Source: an optimization exercise on an open RTL-to-GDS flow (aim: small area). Production flows keep margins and buffers that such runs may drop.
The RTL was checked by simulation tests, not by an equivalence proof against the original design.
The clock port is modelled as an ideal driver, which makes a skipped or thinned clock tree look cheaper than it is; a real chip needs a root buffer or a tree.
Power and IR drop assume default switching activity.

==> run a <==
==> flow/design.v (excerpt) <==
module ChipInterface
  (output logic [6:0] HEX7, HEX6,
  output logic [7:0] LEDG,
  input logic [17:0] SW,
  input logic [3:0] KEY,
  input logic CLOCK_50);
==> module ChipInterface, before the edit <==
module ChipInterface
  (output logic [6:0] HEX7, HEX6,
  output logic [7:0] LEDG,
  input logic [17:0] SW,
  input logic [3:0] KEY,
  input logic CLOCK_50);
  logic [1:0] act_a, act_s;
  always_ff @(posedge CLOCK_50) begin
    act_a <= {~(KEY[2] & KEY[1]), (KEY[2] & KEY[1]) ? ~KEY[0] : KEY[2]};
    act_s <= act_a;
  end
  logic force_s, y_s;
  assign force_s = act_s[1];
  assign y_s = act_s[0];
  function automatic logic [2:0] corner_code(input logic [3:0] v);
    corner_code[2] = (v == 4'd2) | (v == 4'd4) | (v == 4'd6) | (v == 4'd8);
    corner_code[1] = v[3] | (v[2] & v[1]);    
    corner_code[0] = v[3] | ~v[2];            
  endfunction
  function automatic logic [2:0] edge_code(input logic [3:0] v);
    edge_code[2] = (v == 4'd1) | (v == 4'd3) | (v == 4'd7) | (v == 4'd9);
    edge_code[1] = v[3] | v[2];               
    edge_code[0] = ~v[1];                     
  endfunction
  logic [2:0] c1, c3, e2, e4, e6;
  logic m5;
  logic [3:0] n7, n8, n9;
  logic [3:0] entry, sel;
  assign entry = SW[3:0];
  assign sel = SW[7:4];
  logic [2:0] entry_c, entry_e;
  assign entry_c = corner_code(entry);
  assign entry_e = edge_code(entry);
  always_ff @(posedge CLOCK_50) begin
    if (force_s) begin
      if (y_s) begin
        c1 <= corner_code(4'd8);
        e2 <= edge_code(4'd1);
        c3 <= corner_code(4'd6);
        e4 <= edge_code(4'd3);
        m5 <= 1'b1;
        e6 <= edge_code(4'd7);
        n7 <= 4'd4;
        n8 <= 4'd9;
        n9 <= 4'd2;
      end
      else begin
        c1 <= {1'b0, corner_code(4'd8) & 2'b11};
        e2 <= {1'b0, edge_code(4'd1) & 2'b11};
        c3 <= {1'b0, corner_code(4'd6) & 2'b11};
        e4 <= {1'b0, edge_code(4'd3) & 2'b11};
        m5 <= 1'b0;
        e6 <= {1'b0, edge_code(4'd7) & 2'b11};
        n7 <= 4'd0;
        n8 <= 4'd0;
        n9 <= 4'd0;
      end
    end
    else if (y_s) begin
      case (sel)
        4'd1: c1 <= entry_c;
        4'd2: e2 <= entry_e;
        4'd3: c3 <= entry_c;
        4'd4: e4 <= entry_e;
        4'd5: m5 <= (entry == 4'd5);
        4'd6: e6 <= entry_e;
        4'd7: n7 <= entry;
        4'd8: n8 <= entry;
        4'd9: n9 <= entry;
        default: ;
      endcase
    end
  end
  function automatic logic [2:0] corner_class(input logic [3:0] v);
    case (v)
      4'd2: corner_class = 3'b101;
      4'd4: corner_class = 3'b100;
      4'd6: corner_class = 3'b110;
      4'd8: corner_class = 3'b111;
      default: corner_class = 3'b000;
    endcase
  endfunction
  function automatic logic [2:0] edge_class(input logic [3:0] v);
    case (v)
      4'd1: edge_class = 3'b101;
      4'd3: edge_class = 3'b100;
      4'd7: edge_class = 3'b110;
      4'd9: edge_class = 3'b111;
      default: edge_class = 3'b000;
    endcase
  endfunction
  logic [2:0] c7, c9, e8;
  assign c7 = corner_class(n7);
  assign c9 = corner_class(n9);
  assign e8 = edge_class(n8);
  logic s1, g1, s3, g3;
  assign {s1, g1} = c1[1:0];
  assign {s3, g3} = c3[1:0];
  logic [1:0] want2, want4;
  assign want2 = {~(g1 ? s1 : s3), ~(s1 ^ s3)};
  assign want4 = {~(g1 ? s1 : ~s3), s1 ^ s3};
  logic it_is_magic;
  assign it_is_magic = m5 & c1[2] & c3[2] & (g1 != g3)
                     & (c9 == {1'b1, ~s1, g1})
                     & (c7 == {1'b1, ~s3, g3})
                     & (e2 == {1'b1, want2})
                     & (e8 == {1'b1, ~want2[1], want2[0]})
                     & (e4 == {1'b1, want4})
                     & (e6 == {1'b1, ~want4[1], want4[0]});
  assign LEDG = {8{it_is_magic}};
  function automatic logic [4:0] bcd_add(input logic [3:0] a, b);
    logic [3:0] t;
    logic c, ge10;
    c = 1'b0;
    for (int i = 0; i < 4; i++) begin
      t[i] = a[i] ^ b[i] ^ c;
      c = (a[i] & b[i]) | (c & (a[i] ^ b[i]));
    end
    ge10 = c | (t[3] & (t[2] | t[1]));
    if (ge10) bcd_add = {1'b1, t[3] ^ (t[2] | t[1]), ~(t[2] ^ t[1]), ~t[1], t[0]};
    else bcd_add = {1'b0, t};
  endfunction
  function automatic logic [6:0] seg7(input logic [3:0] d);
    case (d)
      4'd0: seg7 = 7'b100_0000;
      4'd1: seg7 = 7'b111_1001;
      4'd2: seg7 = 7'b010_0100;
      4'd3: seg7 = 7'b011_0000;
      4'd4: seg7 = 7'b001_1001;
      4'd5: seg7 = 7'b001_0010;
      4'd6: seg7 = 7'b000_0010;
      4'd7: seg7 = 7'b111_1000;
      4'd8: seg7 = 7'b000_0000;
      4'd9: seg7 = 7'b001_1000;
      default: seg7 = 7'b111_1111;
    endcase
  endfunction
  logic [4:0] s98, s987;
  assign s98 = bcd_add(n9, n8);
  assign s987 = bcd_add(s98[3:0], n7);
  assign HEX6 = seg7(s987[3:0]);
  assign HEX7 = seg7({2'b00, s98[4] & s987[4], s98[4] ^ s987[4]});
endmodule
Settings: LEC_CHECK=0, CAP_MARGIN=20, CORE_MARGIN=2, CORE_UTILIZATION=40, SLEW_MARGIN=20; clock period 12.0 ns.
standard.sh (not shown) runs the stock make flow with config.mk's settings and CLKGATE_MAP_FILE= SYNTH_SCRIPT=/design/flow/synth_recipe.tcl, a recipe that flattens the netlist after the stock synthesis.
==> flow/flow/run.sh <==
#!/bin/bash
# Own layout flow: the standard flow, with
#  - synthesis mapped by several area-oriented abc scripts (flow/cand*.abc), keeping the
#    smallest mapping, and no adder-cell extraction; registers are mapped exactly as in the
#    standard synthesis, before abc runs,
#  - port buffers made of buf_1 cells,
#  - clock tree synthesis without dummy loads, with clkbuf_4 buffers.
set -euo pipefail
W=$PWD
export ADDER_MAP_FILE=
export OWN_ABC_DIR=$W/flow
export BUFFER_PORTS_ARGS="-buffer_cell sky130_fd_sc_hd__buf_1"
export CTS_ARGS="-sink_clustering_enable -repair_clock_nets -dont_use_dummy_load -buf_list sky130_fd_sc_hd__clkbuf_4"
export POST_CTS_TCL=$W/flow/post_cts.tcl
export OWN_CLOCK_PORT=CLOCK_50
export OWN_CLOCK_BUFS=1
export OWN_CLOCK_BUF=sky130_fd_sc_hd__clkbuf_16
cat flow/abc_override.tcl synth_recipe.tcl > own_synth.tcl
sed "s#SYNTH_SCRIPT=[^ ']*#SYNTH_SCRIPT=$W/own_synth.tcl#" standard.sh > own_standard.sh
grep -q "SYNTH_SCRIPT=$W/own_synth.tcl" own_standard.sh
bash own_standard.sh > own_flow.log 2>&1
==> flow/flow/abc_override.tcl <==
# Map with several area-oriented abc scripts (flow/cand*.abc) in place of ORFS's speed script,
# without a delay target, and keep the mapping with the smallest cell area.
proc abc {args} {
  set i [lsearch -exact $args -D]
  if { $i >= 0 } {
    set args [lreplace $args $i [expr { $i + 1 }]]
  }
  set si [lsearch -exact $args -script]
  set lib [lindex $args [expr { [lsearch -exact $args -liberty] + 1 }]]
  yosys design -save own_pre_abc
  set best ""
  foreach script [lsort [glob $::env(OWN_ABC_DIR)/cand*.abc]] {
    yosys design -load own_pre_abc
    lset args [expr { $si + 1 }] $script
    yosys abc {*}$args
    set out [yosys tee -q -s result.string stat -liberty $lib]
    regexp {Chip area for module[^:]*:\s*([0-9.]+)} $out -> area
    puts "abc candidate $script: area $area"
    if { $best eq "" || $area < $best } {
      set best $area
      yosys design -save own_best_abc
    }
  }
  yosys design -load own_best_abc
  puts "abc best area: $best"
}
==> flow/flow/cand09.abc <==
strash
dch -f
amap
topo
==> flow/flow/post_cts.tcl <==
# Rebuild the clock tree that CTS made as one level: the clock port drives a few clkbuf_8
# buffers directly, and each buffer drives a share of the registers.
set block [ord::get_db_block]
set db [ord::get_db]
set port_net [$block findNet $::env(OWN_CLOCK_PORT)]
set bufs {}
set sinks {}
set todo [list $port_net]
while { [llength $todo] > 0 } {
  set net [lindex $todo 0]
  set todo [lrange $todo 1 end]
  foreach it [$net getITerms] {
    if { ![$it isInputSignal] } { continue }
    set inst [$it getInst]
    set mname [[$inst getMaster] getName]
    if { [string match "sky130_fd_sc_hd__clkbuf_*" $mname] } {
      lappend bufs $inst
      lappend todo [[$inst findITerm X] getNet]
    } else {
      lappend sinks $it
    }
  }
}
puts "own clock tree: [llength $bufs] CTS buffers, [llength $sinks] sinks"
set old_nets {}
foreach b $bufs {
  set n [[$b findITerm X] getNet]
  lappend old_nets $n
  foreach it [$b getITerms] { if { [$it getNet] ne "NULL" } { $it disconnect } }
  odb::dbInst_destroy $b
}
foreach it $sinks { $it disconnect }
foreach n $old_nets { odb::dbNet_destroy $n }
# split the sinks into groups by x position
set nbuf $::env(OWN_CLOCK_BUFS)
set master [$db findMaster $::env(OWN_CLOCK_BUF)]
set sorted [lsort -command { apply {{a b} {
  expr { [lindex [[$a getInst] getLocation] 0] - [lindex [[$b getInst] getLocation] 0] } } } } $sinks]
set per [expr { int(ceil([llength $sorted] / double($nbuf))) }]
for { set g 0 } { $g < $nbuf } { incr g } {
  set group [lrange $sorted [expr { $g * $per }] [expr { ($g + 1) * $per - 1 }]]
  if { [llength $group] == 0 } { continue }
  set net [odb::dbNet_create $block "clknet_own_$g"]
  $net setSigType CLOCK
  set inst [odb::dbInst_create $block $master "clkbuf_own_$g"]
  [$inst findITerm A] connect $port_net
  [$inst findITerm X] connect $net
  set sx 0
  set sy 0
  foreach it $group {
    $it connect $net
    lassign [[$it getInst] getLocation] x y
    set sx [expr { $sx + $x }]
    set sy [expr { $sy + $y }]
  }
  $inst setLocation [expr { int($sx / [llength $group]) }] [expr { int($sy / [llength $group]) }]
  $inst setPlacementStatus PLACED
  puts "own clock buffer $g: [llength $group] sinks"
}
detailed_placement
check_placement -verbose
estimate_parasitics -placement
==> run b: changes against run a <==
--- a/flow/design.v
+++ b/flow/design.v
@@ -14,14 +14,22 @@
   assign force_s = act_s[1];
   assign y_s = act_s[0];
   function automatic logic [2:0] corner_code(input logic [3:0] v);
-    corner_code[2] = (v == 4'd2) | (v == 4'd4) | (v == 4'd6) | (v == 4'd8);
-    corner_code[1] = v[3] | (v[2] & v[1]);    
-    corner_code[0] = v[3] | ~v[2];            
+    case (v)
+      4'd2: corner_code = 3'b101;
+      4'd4: corner_code = 3'b100;
+      4'd6: corner_code = 3'b110;
+      4'd8: corner_code = 3'b111;
+      default: corner_code = 3'b000;
+    endcase
   endfunction
   function automatic logic [2:0] edge_code(input logic [3:0] v);
-    edge_code[2] = (v == 4'd1) | (v == 4'd3) | (v == 4'd7) | (v == 4'd9);
-    edge_code[1] = v[3] | v[2];               
-    edge_code[0] = ~v[1];                     
+    case (v)
+      4'd1: edge_code = 3'b101;
+      4'd3: edge_code = 3'b100;
+      4'd7: edge_code = 3'b110;
+      4'd9: edge_code = 3'b111;
+      default: edge_code = 3'b000;
+    endcase
   endfunction
   logic [2:0] c1, c3, e2, e4, e6;
   logic m5;
@@ -46,12 +54,12 @@
         n9 <= 4'd2;
       end
       else begin
-        c1 <= {1'b0, corner_code(4'd8) & 2'b11};
-        e2 <= {1'b0, edge_code(4'd1) & 2'b11};
-        c3 <= {1'b0, corner_code(4'd6) & 2'b11};
-        e4 <= {1'b0, edge_code(4'd3) & 2'b11};
+        c1 <= 3'b000;
+        e2 <= 3'b000;
+        c3 <= 3'b000;
+        e4 <= 3'b000;
         m5 <= 1'b0;
-        e6 <= {1'b0, edge_code(4'd7) & 2'b11};
+        e6 <= 3'b000;
         n7 <= 4'd0;
         n8 <= 4'd0;
         n9 <= 4'd0;
@@ -72,28 +80,10 @@
       endcase
     end
   end
-  function automatic logic [2:0] corner_class(input logic [3:0] v);
-    case (v)
-      4'd2: corner_class = 3'b101;
-      4'd4: corner_class = 3'b100;
-      4'd6: corner_class = 3'b110;
-      4'd8: corner_class = 3'b111;
-      default: corner_class = 3'b000;
-    endcase
-  endfunction
-  function automatic logic [2:0] edge_class(input logic [3:0] v);
-    case (v)
-      4'd1: edge_class = 3'b101;
-      4'd3: edge_class = 3'b100;
-      4'd7: edge_class = 3'b110;
-      4'd9: edge_class = 3'b111;
-      default: edge_class = 3'b000;
-    endcase
-  endfunction
   logic [2:0] c7, c9, e8;
-  assign c7 = corner_class(n7);
-  assign c9 = corner_class(n9);
-  assign e8 = edge_class(n8);
+  assign c7 = corner_code(n7);
+  assign c9 = corner_code(n9);
+  assign e8 = edge_code(n8);
   logic s1, g1, s3, g3;
   assign {s1, g1} = c1[1:0];
   assign {s3, g3} = c3[1:0];
==> flow/run.sh (new file) <==
#!/bin/bash
# synth_recipe.tcl (not shown) runs the flow's synth.tcl, then flattens the netlist and writes it again
# the make line also repeats each setting of config.mk as NAME=value (left out here)
make -C /OpenROAD-flow-scripts/flow DESIGN_CONFIG=/design/flow/config.mk WORK_HOME=/design/flow/orfs CLKGATE_MAP_FILE= SYNTH_SCRIPT=/design/flow/synth_recipe.tcl finish
removed: flow/flow/run.sh
removed: flow/flow/abc_override.tcl
removed: flow/flow/cand09.abc
removed: flow/flow/post_cts.tcl
removed: flow/standard.sh
==> comparison table <==
| quantity | run b | run a |
|---|---|---|
| Std cell rows | 26 | 25 |
| Power in the clock group | 89.5 µW | 40.1 µW |
| Leak Pwr | 1.070 nW | 0.6728 nW |
| Vias | 1494 | 1613 |
| Area enclosed by the die boundary | 6042 µm² | 5325 µm² |
| Cell area after layout | 2552 µm² | 2033 µm² |
| Run status | complete, no violations | complete, no violations |
| Worst-case hold slack | 328.1 ps | 337.7 ps |
| Portion of the post-synthesis area used by sequential elements | 42.35% | 48.39% |
| Die Ht | 77.73 µm | 72.98 µm |
| Slew Limit Headroom | 44.75% | 31.56% |
| Mapped Area | 2175 µm² | 1903 µm² |
| Clock latency reported for the late side of the worst-skew pair | 280 ps | 170 ps |
| Post-placement setup slack | 3786 ps | 4993 ps |
| WL per Instance | 13.22 µm | 12.71 µm |
| RD Place Congestion | 0.8237 | 0.8606 |
| Levels on crit path | 22 | 24 |
| Net switching power figure | 271.8 µW | 109.8 µW |
| Fin Clk Skew | 4.317 ps | 3.819 ps |
| Worst setup path end | HEX6[4] | HEX6[3] |
The clock cells of run a come from the design's own scripts or RTL, not from TritonCTS.

separate check: timing with driven ports:
In the flow no input, the clock included, has a driving cell. The finished layouts below were timed again as built, in two steps.
Step 1 assumes that a clkbuf_16 drives the clock port and a buf_2 every other input.
Step 2 adds t to the input delays and takes it off the output delays; t is the mean of the earliest and latest rising clock arrival at the registers after step 1. Input paths then give back, and output paths get back, about the clock's delay inside the block.
a / b / c = ideal / step 1 / step 2; a / b = the first two.
run	t, ns	setup WS [ns]	clock arrival spread, ns
run a	0.193	4.751 / 4.722 / 4.915	0.004 / 0.004
run b	0.303	3.484 / 3.461 / 3.764	0.005 / 0.005
After both steps setup and hold are still met in every run listed.
